Background: an optimization exercise with open tools, aiming at small area, a short achievable clock period and few clock cycles per item. Do not read the settings as production practice. Only simulation tests tie the RTL to the original design; equivalence was not proved.

==> flow/design.v (outline; a module is shown in full before it is edited, if it fits) <==
// module conv_s1: 341 lines
// module conv_s2: 102 lines
// module final_cmp: 447 lines
// module dense_mac: 346 lines
// module fa3: 4 lines
// module ha2: 4 lines
// module cnn_top: 145 lines
module cnn_top (
    clk,
    rst_n,
    start,
    done,
    data_bram_wen, data_bram_addr, data_bram_din,
    weight_bram_wen, weight_bram_addr, weight_bram_din,
    feature_bram_wen, feature_bram_addr, feature_bram_din,
    dense_w_bram_wen, dense_w_bram_addr, dense_w_bram_din,
    final_class_out
);
  // ...
==> flow/run.sh <==
#!/bin/bash
# synth_recipe.tcl (not shown) runs the flow's synth.tcl, then flattens the netlist and writes it again
# the make line also repeats each setting of config.mk as NAME=value (left out here)
make -C /OpenROAD-flow-scripts/flow DESIGN_CONFIG=/design/flow/config.mk WORK_HOME=/design/flow/orfs CLKGATE_MAP_FILE= SYNTH_SCRIPT=/design/flow/synth_recipe.tcl finish
==> flow/config.mk <==
export PLATFORM = sky130hd
export DESIGN_NAME = cnn_top
export DESIGN_NICKNAME = cnn_top
export VERILOG_FILES = /design/flow/design.v
export SDC_FILE = /design/flow/constraint.sdc
export NUM_CORES = 4
export LEC_CHECK = 0
export CAP_MARGIN = 20
export CORE_MARGIN = 2
export CORE_UTILIZATION = 70
export CTS_BUF_LIST = sky130_fd_sc_hd__clkbuf_8
export CTS_CLUSTER_DIAMETER = 60
export CTS_CLUSTER_SIZE = 16
export PLACE_DENSITY = 0.82
export SETUP_SLACK_MARGIN = 3.8
export SLEW_MARGIN = 20
export SYNTH_HIERARCHICAL = 1
==> flow/constraint.sdc <==
create_clock -name core_clock -period 7.0 [get_ports {clk}]
set_input_delay 1.4000 -clock core_clock [delete_from_list [all_inputs] [get_ports {clk}]]
set_output_delay 1.4000 -clock core_clock [all_outputs]
set_load 0.01 [all_outputs]
==> flow_summary.toml, run 1 <==
[finish]
n_all_buffers = 73
mostFrequentLayoutCells = "fa_1 (332), xnor2_1 (281), edfxtp_1 (244), a22oi_1 (210), dfxtp_1 (196)"
layout-drive-gt1-share_pct = 13.8
buf_share_pct = 2.11

[detailed_routing]
drc_errors = 0
wl_met1_microns = 27100
drt_iter0_markers = 1548
dr_total_vias = 19300
wl_per_cell_microns = 22.4

[sta]
period_share_pct = 46.2
period_needed_ns = 3.23
worst_slack_ns = 3.77

[logic_synthesis]
synth_top_family_by_area = "adder cells"
avgSynthCellArea_sq_um = 12.7
synth-simple-area-share_pct = 6.27
synth.largest_area_cell = "edfxtp_1"

[clock_network]
cts_buffer_depth = 3
clkLatencyLatePin_ns = 0.68

[critical_path]
r2r-end = "final_class_out[1]"
critPathMaxStageDelay_ns = 0.55
path_class = "reg -> reg"
worstSetupEndpointType = "flop"

[global_routing]
grt_max_degree = 59

[floorplanning]
num_io_pins = 76

[outcome]
status = "no timing/DRC/antenna violations"

[placed_design]
gp_congestion = 0.910
Testbench counts, summed over its fixed seeds: cycles 5,760, inferences 320.
==> run 2: changes to the inputs <==
--- a/flow/config.mk
+++ b/flow/config.mk
@@ -9,7 +9,7 @@
 export CORE_MARGIN = 2
-export CORE_UTILIZATION = 70
+export CORE_UTILIZATION = 60
 export CTS_BUF_LIST = sky130_fd_sc_hd__clkbuf_8
-export CTS_CLUSTER_DIAMETER = 60
-export CTS_CLUSTER_SIZE = 16
-export PLACE_DENSITY = 0.82
+export CTS_CLUSTER_DIAMETER = 50
+export CTS_CLUSTER_SIZE = 20
+export PLACE_DENSITY = 0.75
 export SETUP_SLACK_MARGIN = 3.8
==> flow_summary.toml, run 2 <==
[finish]
stdcell_area_sq_um = 33400
regMostFlops = "x"
finalNetCount = 2965
layout-drive-gt1-share_pct = 14.6
final-seq-area_sq_um = 12200
mostFrequentLayoutCells = "fa_1 (332), xnor2_1 (282), edfxtp_1 (244), a22oi_1 (210), dfxtp_1 (193)"
multiInputGateArea_sq_um = 18400
mostFrequentLayoutCell = "fa_1"
largest_reg_flops = 64
n_fill_cell = 4143
syn_to_final_growth_pct = 0.728

[clock_network]
htreeDepth = 2
cts.sinks = 484
clkLatencyLatePin_ns = 0.68
cts_hold_buf = 0
cts_root_buffer = "clkbuf_8"
cts_made_buffers = 46
clkSlewWorstSetupHoldPaths_ns = 0.12
cts_buffer_depth = 3
cts_tree = "done"

[logic_synthesis]
synth_edf_count = 244
avgSynthCellArea_sq_um = 12.7
synth_most_common_cell = "fa_1"
netlist_area_sq_um = 33200
synth-async-reset-ratio_pct = 1.03
synth_top_area_share_pct = 22.1
ys_warn_count = 17
ys.flop_type = "edfxtp_1"
ys_types = 74
syn-instance-count = 2608
netlist_top_cells_count = "fa_1 (333), xnor2_1 (282), edfxtp_1 (244), dfxtp_1 (235), a22oi_1 (210)"
synth.largest_area_cell = "edfxtp_1"
synthTopCellsByArea = "edfxtp_1 (22%), fa_1 (20%), dfxtp_1 (14%)"
synth-seq-area-share_pct = 36.6
synth_seq_cells = 484

[floorplanning]
initial_core_util_pct = 60.5
num_io_pins = 76
coreArea_sq_um = 54900
die-area_sq_um = 57200
dieHeight_microns = 239
die_width_microns = 239
num_rows = 86

[sta]
period_share_pct = 45.1
grt_setup_unrepaired = "true"
setup_tns_ns = 0
final-hold-violation-count = 0
finalClockSkew_ns = 0.0476
slew-limit-headroom_pct = 22.6
holdWs_ns = 0.464
setup_viol = 0
fmax_mhz = 317
period_needed_ns = 3.15
slew_violations = 0
tightest_slew_ns = 1.16

[placed_design]
post-dp-hpwl_microns = 49400
io_buffers = 45
gp_congestion = 0.902
dpl_cell_area_sq_um = 32100

[detailed_routing]
wirelength_microns = 66900
dr_total_vias = 18900
drt_iter0_markers = 1371
drc_errors = 0
ant_nets = 0
dr.pass1.iters = 6
wl_per_cell_microns = 21.4
avgViaCountPerCell = 6.03

[critical_path]
worstPathMaxFanout = 3
crit_family = "adder cells"
worst_path_most_repeated_cell = "fa_1"
path_buf_inv = 0
worstSetupStartpointType = "flop"
worstSetupEndpointType = "flop"
arrival_ns = 3.76
r2r-start = "s2[9]"
path_cells = "fa_1 -> fa_1 -> ha_1 -> a21oi_1 -> o21ai_1 -> a221o_1 -> or3_4 -> a21oi_2 -> xnor2_1 -> a21boi_2"
path_class = "reg -> reg"
required_ns = 7.60
startpoint = "s2[9]"
worst_path_max_delay_cell = "fa_1"
critPathMaxStageDelay_ns = 0.56

[flow_run]
maxCapViolCount = 0

[global_routing]
grt_pass1_vias = 20100
grt_max_degree = 61
grt_pass1_wl_microns = 108000
antenna_found_initial = 1
grtUsageTotal_pct = 24.0
grt-ovfl-total = 0

[outcome]
status = "no timing/DRC/antenna violations"

[hold_path]
hold_start = "w2[4][7]"
hold_class = "reg -> reg"
## run 2: through the flow
step           cells  worst slack, ns  util, %
2_1_floorplan   2609             4.00        -
3_3_place_gp    3032             3.32     58.5
3_5_place_dp    3033             3.43     58.5
4_1_cts         3120             3.80     60.7
5_1_grt         3131             3.74     60.9
6_report        3131             3.85     60.9
## run 2: cell type report
cell class                      count  share of cell area, %
Multi-Input combinational cell   1745                   55.1
Clock buffer                       51                   2.10
Antenna cell                        1                0.00748
Inverter                           39                  0.438
Sequential cell                   484                   36.5
Clock inverter                     35                   1.16
Timing Repair Buffer               72                   2.06
Tap cell                          704                   2.63
## run 2: worst paths after layout
check	endpoint	slack, ns	cells past startpoint
max	final_class_out[1]	3.85	10
min	a2[7]	0.46	2
max reg2reg	final_class_out[1]	3.85	10
min reg2reg	a2[7]	0.46	2
max in group asynchronous	cnt[0]	5.89	1
min in group asynchronous	done	0.93	1
## run 2: worst register-to-register path, cell delays in order, from the launching register on
cell	delay (ns)
dfxtp_4	0.37
fa_1	0.56
fa_1	0.42
ha_1	0.30
a21oi_1	0.15
o21ai_1	0.10
a221o_1	0.38
or3_4	0.39
a21oi_2	0.15
xnor2_1	0.14
a21boi_2	0.17
## run 2: modules after synthesis (local to each module, per instance), excerpt
module / times used / flip-flops and latches / cells / cell area [sq um]
conv_s1: 1 / 0 / 328 / 2610
dense_mac: 1 / 0 / 339 / 2770
cnn_top: 1 / 484 / 888 / 15100
fa3: 326 / 0 / 1 / 20.0
conv_s2: 1 / 0 / 119 / 923
ha2: 58 / 0 / 1 / 12.5
final_cmp: 1 / 0 / 211 / 1790
## run 2: cells by family (layout without fill, tap and decap cells)
logic type | after synthesis | after routing | synth area share [%]
multiplexers | 71 | 71 | 2.39
AO/OA/AOI/OAI | 470 | 470 | 11.8
other | 2 | 4 | 0.0226
adder cells (fa/ha/maj) | 504 | 504 | 26.5
XOR/XNOR | 312 | 312 | 8.29
flip-flops | 484 | 484 | 36.6
AND/OR/NAND/NOR | 385 | 385 | 6.27
buffers and inverters | 380 | 197 | 8.11
## run 2: layer usage
metal | wire length [microns] | vias to the layer above | track usage (%)
met2 | 33000 | 595 | 40.8
met5 | 0 | - | 0
met4 | 1920 | 0 | 8.58
met3 | 3480 | 142 | 2.35
met1 | 28500 | 9617 | 32.4
li1 | - | 8541 | -
## run 2: timing repair
action                     CTS  global route
setup endpoints to repair   61            37
setup buffers                1            10
resized for setup           30            19
pin swaps                    3             1

## static timing again, ports no longer ideal
No port has a modelled driver above. Below, the same layouts with a new extraction and two added sets of constraints.
Step 1 assumes that a clkbuf_16 drives the clock port and a buf_2 every other input.
Step 2 times the ports against the registers' clock, not the clock port: input delays grow and output delays shrink by t, the midpoint of the rising clock arrivals with the driver on.
a / b / c = ideal ports / drivers / drivers and shift; a / b = the first two.
run | t, ns | setup WS [ns] | worst hold slack (ns) | worst setup path at the end | cell pins on the clock port's net
run 1 | 0.715 | 3.767 / 3.767 / 3.412 | 0.472 / 0.472 / 0.472 | input to register | 1
run 2 | 0.714 | 3.845 / 3.845 / 3.385 | 0.464 / 0.464 / 0.464 | input to register | 1
After both steps every run listed still meets setup and hold. The setup slack of run 2, which loses most, moves by 0.000 ns with the drivers and by -0.460 ns with both steps.
